Source: an optimization exercise on an open RTL-to-GDS flow (aim: small area). Production flows keep margins and buffers that such runs may drop. RTL that was checked went through simulation tests only; none was proved equivalent to the original. No activity file was given, so power comes from the tool's default toggle rates.

==> 04-06: inputs <==
Design fft_core, start of the top module:
module fft_core (
   input               clk,
   input               rst_n,
   input        [3:0]  cfg_point,
   input               cfg_ifft,
   input        [5:0]  cfg_scaling,
   input               in_valid,
   input        [31:0] in_data,
   output logic        out_valid,
   output logic [31:0] out_data
);
==> flow/config.mk <==
export PLATFORM = sky130hd
export DESIGN_NAME = fft_core
export DESIGN_NICKNAME = fft_core
export VERILOG_FILES = /design/flow/design.v
export SDC_FILE = /design/flow/constraint.sdc
export NUM_CORES = 4
export LEC_CHECK = 0
export ABC_AREA = 1
export CAP_MARGIN = 0
export CORE_MARGIN = 2
export CORE_UTILIZATION = 60
export CTS_BUF_LIST = sky130_fd_sc_hd__clkbuf_2 sky130_fd_sc_hd__clkbuf_4 sky130_fd_sc_hd__clkbuf_8
export CTS_CLUSTER_DIAMETER = 60
export CTS_CLUSTER_SIZE = 20
export SLEW_MARGIN = 0
export SYNTH_MEMORY_MAX_BITS = 65536
==> flow/constraint.sdc <==
create_clock -name core_clock -period 20.0 [get_ports {clk}]
set_input_delay 4.0000 -clock core_clock [delete_from_list [all_inputs] [get_ports {clk}]]
set_output_delay 4.0000 -clock core_clock [all_outputs]
set_load 0.01 [all_outputs]
run.sh (not shown) runs the stock make flow with config.mk's settings and CLKGATE_MAP_FILE= SYNTH_SCRIPT=/design/flow/synth_recipe.tcl, a recipe that flattens the netlist after the stock synthesis.
==> 06-04: changes against 04-06 <==
==> flow/config.mk (replaced) <==
export PLATFORM = sky130hd
export DESIGN_NAME = fft_core
export DESIGN_NICKNAME = fft_core
export VERILOG_FILES = /design/flow/design.v
export SDC_FILE = /design/flow/constraint.sdc
export NUM_CORES = 4
export LEC_CHECK = 0
export CAP_MARGIN = 20
export CORE_MARGIN = 2
export CORE_UTILIZATION = 40
export SLEW_MARGIN = 20
export SYNTH_MEMORY_MAX_BITS = 65536
==> impl_metrics.csv <==
group,metric,value,unit
outcome,status,"no timing/DRC/antenna violations",
setup_path,cp_num_cells,55,
routing,wl_per_cell,21.6,microns
pwr,power,3.41,mW
yosys,avgSynthCellArea,9.63,sq um
placed_design,place_area,25400,sq um
(the above is from 06-04)
==> impl_metrics.csv <==
group,metric,value,unit
yosys,avgSynthCellArea,8.53,sq um
outcome,status,"no timing/DRC/antenna violations",
placed_design,place_ws,0.156,ns
setup_path,cp_num_cells,56,
global_routing,met1_usage,39.8,%
routing,met2WireLength,32.6,mm
pwr,power,2.33,mW
routing,wl_per_cell,20.1,microns
(the above is from 04-06)

---

==> inputs of branch harbor <==
fft_core, a different RTL version from the one above (not shown whole).
Settings: LEC_CHECK=0, CAP_MARGIN=0, CORE_MARGIN=2, CORE_UTILIZATION=75, CTS_BUF_LIST=sky130_fd_sc_hd__clkbuf_2 sky130_fd_sc_hd__clkbuf_4 sky130_fd_sc_hd__clkbuf_8, CTS_CLUSTER_DIAMETER=40, CTS_CLUSTER_SIZE=12, PLACE_DENSITY=0.85, SLEW_MARGIN=0, SYNTH_HIERARCHICAL=1, SYNTH_MEMORY_MAX_BITS=65536; clock period 20.0 ns.
standard.sh (not shown) runs the stock make flow with config.mk's settings and CLKGATE_MAP_FILE= SYNTH_SCRIPT=/design/flow/synth_recipe.tcl, a recipe that flattens the netlist after the stock synthesis.
==> flow/flow/run.sh <==
#!/bin/bash
# Layout flow: the standard flow (standard.sh: ORFS from the standard
# synthesis script to finish) with these settings changed:
#  - ABC maps the logic between registers with an area-oriented script
#    (flow/abc_speed.script, used in place of ORFS's script of that name;
#    registers are mapped before ABC runs, so they are unchanged);
#  - the port buffers that global placement inserts are buf_2 cells;
#  - clock tree synthesis inserts no dummy loads.
# make's full output goes to flow_make.log in the work folder; ORFS keeps
# each step's log under orfs/logs/.
set -euo pipefail
rm -rf scripts_abc
cp -r "$FLOW_HOME/scripts" scripts_abc
cp flow/abc_speed.script scripts_abc/abc_speed.script
bash standard.sh \
  "SCRIPTS_DIR=$PWD/scripts_abc" \
  "BUFFER_PORTS_ARGS=-buffer_cell sky130_fd_sc_hd__buf_2" \
  "CTS_ARGS=-sink_clustering_enable -repair_clock_nets -dont_use_dummy_load -buf_list {sky130_fd_sc_hd__clkbuf_2 sky130_fd_sc_hd__clkbuf_4 sky130_fd_sc_hd__clkbuf_8} -sink_clustering_size 12 -sink_clustering_max_diameter 40" \
  finish > flow_make.log 2>&1
==> flow/flow/abc_speed.script <==
&get -n
&st
&dch
&nf -a -R 1000 -E 100 -F 8 -A 6
&put
topo
stime -c
==> branch garnet: changes against branch harbor <==
--- a/flow/design.v
+++ b/flow/design.v
@@ -7,11 +7,11 @@
    input               in_valid,
    input        [31:0] in_data,
    output logic        out_valid,
    output logic [31:0] out_data
 );
-   wire ok  = ~((cfg_point >= 4'd4) && (cfg_point <= 4'd9));
+   wire ok  = (cfg_point[3:2] == 2'b00);
    wire a8  = (cfg_point == 4'd3);
    wire a4  = (cfg_point == 4'd3) || (cfg_point == 4'd2);
    wire        iv8 = in_valid & ok;
    wire [31:0] x8  = cfg_ifft ? {in_data[15:0], in_data[31:16]} : in_data;
    logic [2:0]  cnt8;
==> flow/run.sh (new file) <==
#!/bin/bash
# synth_recipe.tcl (not shown) runs the flow's synth.tcl, then flattens the netlist and writes it again
# the make line also repeats each setting of config.mk as NAME=value (left out here)
make -C /OpenROAD-flow-scripts/flow DESIGN_CONFIG=/design/flow/config.mk WORK_HOME=/design/flow/orfs CLKGATE_MAP_FILE= SYNTH_SCRIPT=/design/flow/synth_recipe.tcl finish
==> flow/config.mk (replaced) <==
export PLATFORM = sky130hd
export DESIGN_NAME = fft_core
export DESIGN_NICKNAME = fft_core
export VERILOG_FILES = /design/flow/design.v
export SDC_FILE = /design/flow/constraint.sdc
export NUM_CORES = 4
export LEC_CHECK = 0
export CAP_MARGIN = 0
export CORE_MARGIN = 2
export CORE_UTILIZATION = 60
export CTS_BUF_LIST = sky130_fd_sc_hd__clkbuf_2 sky130_fd_sc_hd__clkbuf_4 sky130_fd_sc_hd__clkbuf_8
export CTS_CLUSTER_DIAMETER = 60
export CTS_CLUSTER_SIZE = 20
export SLEW_MARGIN = 0
export SYNTH_HIERARCHICAL = 1
export SYNTH_MEMORY_MAX_BITS = 65536
removed: flow/flow/run.sh
removed: flow/flow/abc_speed.script
removed: flow/standard.sh
==> branch ember: changes against branch harbor <==
--- a/flow/design.v
+++ b/flow/design.v
@@ -7,11 +7,11 @@
    input               in_valid,
    input        [31:0] in_data,
    output logic        out_valid,
    output logic [31:0] out_data
 );
-   wire ok  = ~((cfg_point >= 4'd4) && (cfg_point <= 4'd9));
+   wire ok  = (cfg_point[3:2] == 2'b00);
    wire a8  = (cfg_point == 4'd3);
    wire a4  = (cfg_point == 4'd3) || (cfg_point == 4'd2);
    wire        iv8 = in_valid & ok;
    wire [31:0] x8  = cfg_ifft ? {in_data[15:0], in_data[31:16]} : in_data;
    logic [2:0]  cnt8;
==> flow/flow/run.sh (replaced) <==
#!/bin/bash
# Layout flow: the standard flow (standard.sh, all ORFS steps from the
# standard synthesis to finish) with two settings changed:
#  - the port buffers that global placement inserts are buf_2 cells;
#  - clock tree synthesis inserts no dummy loads.
# make's full output goes to flow_make.log in the work folder; ORFS keeps
# each step's log under orfs/logs/.
set -euo pipefail
bash standard.sh \
  "BUFFER_PORTS_ARGS=-buffer_cell sky130_fd_sc_hd__buf_1" \
  "CTS_ARGS=-sink_clustering_enable -repair_clock_nets -dont_use_dummy_load -buf_list {sky130_fd_sc_hd__clkbuf_2 sky130_fd_sc_hd__clkbuf_4 sky130_fd_sc_hd__clkbuf_8} -sink_clustering_size 20 -sink_clustering_max_diameter 60" \
  finish > flow_make.log 2>&1
==> flow/config.mk (replaced) <==
export PLATFORM = sky130hd
export DESIGN_NAME = fft_core
export DESIGN_NICKNAME = fft_core
export VERILOG_FILES = /design/flow/design.v
export SDC_FILE = /design/flow/constraint.sdc
export NUM_CORES = 4
export LEC_CHECK = 0
export CAP_MARGIN = 0
export CORE_MARGIN = 2
export CORE_UTILIZATION = 85
export CTS_BUF_LIST = sky130_fd_sc_hd__clkbuf_2 sky130_fd_sc_hd__clkbuf_4 sky130_fd_sc_hd__clkbuf_8
export CTS_CLUSTER_DIAMETER = 60
export CTS_CLUSTER_SIZE = 20
export PLACE_DENSITY = 0.92
export SLEW_MARGIN = 0
export SYNTH_HIERARCHICAL = 1
export SYNTH_MEMORY_MAX_BITS = 65536
removed: flow/flow/abc_speed.script
==> qor summary <==
metric	branch harbor	branch garnet	branch ember
Pwr Density	104 nW/um^2	101 nW/um^2	106 nW/um^2
Power in sequential cells	0.000724 W	0.000722 W	0.000731 W
Min Hold Slack	303 ps	325 ps	273 ps
Static power due to leakage	8.81 nW	10.4 nW	9.90 nW
Worst Setup SP	dl4[1][16]$_DFF_P_	dl4[1][0]$_DFF_P_	cd[0]$_DFF_P_
Layout filler cell count	1464	2884	940
Antenna violations before repair	0	0	7
Simple-gate area share of the yosys netlist	4.92%	5.43%	5.43%
Setup slack after placement	595 ps	226 ps	-107 ps
Layout Utilization	84.1%	67.1%	91.7%
Detailed-routing iteration count for the pre-antenna-repair pass	8	6	6
Clock input transition at the sequential cells of the worst setup and hold paths	70 ps	110 ps	110 ps
Result of the run	no timing/DRC/antenna violations	no timing/DRC/antenna violations	complete, but fails checks
Layout check failures	-	-	setup timing
Share of the synthesized netlist area taken by xor and xnor gates	0.530%	0.871%	0.871%
Worst setup slack for register-to-register paths	4260 ps	4770 ps	3830 ps
Depth of the worst register-to-register path	44	41	45

---

==> wip/ember <==
Another version of the RTL of fft_core (not shown whole).
make LEC_CHECK=0 ABC_AREA=1 CAP_MARGIN=0 CORE_MARGIN=2 CORE_UTILIZATION=60 CTS_BUF_LIST='sky130_fd_sc_hd__clkbuf_2 sky130_fd_sc_hd__clkbuf_4 sky130_fd_sc_hd__clkbuf_8' CTS_CLUSTER_DIAMETER=60 CTS_CLUSTER_SIZE=20 SLEW_MARGIN=0 SYNTH_MEMORY_MAX_BITS=65536 finish   # period 20.0 ns
run.sh (not shown) runs the stock make flow with config.mk's settings and CLKGATE_MAP_FILE= SYNTH_SCRIPT=/design/flow/synth_recipe.tcl, a recipe that flattens the netlist after the stock synthesis.
Stock flow here: none of the scripts above is used.
==> inputs of wip/harbor, as changes to wip/ember <==
- CORE_UTILIZATION: 60 -> 75
- PLACE_DENSITY: unset -> 0.85
==> run notes <==
- Run status: no timing/DRC/antenna violations
- Worst-case reg-to-reg path depth: 50
- CP endpoint: out_data[3]
- Non-clock buffers: 121
- Reg2reg setup slack: 3.53 ns
- DP Area: 0.0231 mm^2
- Via density: 6.36
- Area of the multi-input gates: approximately 0.014 mm^2
- Layout clock area frac: just over 2%
- Worst slew pin tran: 1.26 ns
- P_sw: approximately 1.1 mW
- Logic pwr share: 55.0%
- Initial DRC count: 2763
- Clkbuf count: 26
- CP max stage cell: fa_1
- Total power: 2.38 mW
- Core Box Area: between 0.02 and 0.03 mm^2
The numbers above come from wip/harbor.

==> run notes <==
- CP max stage cell: fa_2
- Via density: 5.73
- Run status: no timing/DRC/antenna violations
- CP endpoint: out_data[17]
- Worst slew pin tran: about 1.3 ns
- Core Box Area: 0.0364 mm^2
- Initial DRC count: 1527
- Non-clock buffers: 123
- Layout clock area frac: slightly above 3%
- Post CTS Setup Buffer Count: 5
- Syn Nets: a little over 3000
- Total power: 2.45 mW
- Post-synth top area cell: fa_1
- Worst-case reg-to-reg path depth: 51
- Logic pwr share: 52.3%
- P_sw: 1.13 mW
The numbers above come from wip/ember.

No functional check of the RTL was part of any run of this note.

-- what the ideal ports hide --
The results above use ideal ports. As a check the final layouts listed here were re-extracted and re-timed, cells and wires unchanged.
Step 1: set_driving_cell puts a clkbuf_16 on clk and a buf_2 on each other input, an assumption about the parent block.
Step 2 adds t to the input delays and takes it off the output delays; t is the mean of the earliest and latest rising clock arrival at the registers after step 1. Input paths then give back, and output paths get back, about the clock's delay inside the block.
a / b / c = no drivers / after step 1 / after step 2; a / b = the first two.
| run | shift t [ns] | setup WS [ns] | worst register clock-pin slew, ns | worst data-port slew with drivers (ns) |
|---|---|---|---|---|
| 04-06 | 0.684 | 0.426 / 0.373 / 0.183 | 0.12 / 0.12 | 0.05 |
| 06-04 | 0.611 | 0.534 / 0.478 / 0.304 | 0.08 / 0.08 | 0.07 |
| branch harbor | 0.568 | 0.369 / 0.324 / 0.892 | 0.08 / 0.08 | 0.03 |
| branch garnet | 0.666 | 0.490 / 0.432 / 1.069 | 0.12 / 0.12 | 0.04 |
| branch ember | 0.637 | -0.454 / -0.501 / 0.136 | 0.12 / 0.12 | 0.04 |
| wip/ember | 0.706 | 0.660 / 0.605 / 0.212 | 0.12 / 0.12 | 0.06 |
| wip/harbor | 0.651 | 0.330 / 0.278 / 0.227 | 0.12 / 0.12 | 0.04 |
The setup slack of wip/ember, which loses most, moves by -0.055 ns with the drivers and by -0.448 ns with both steps.
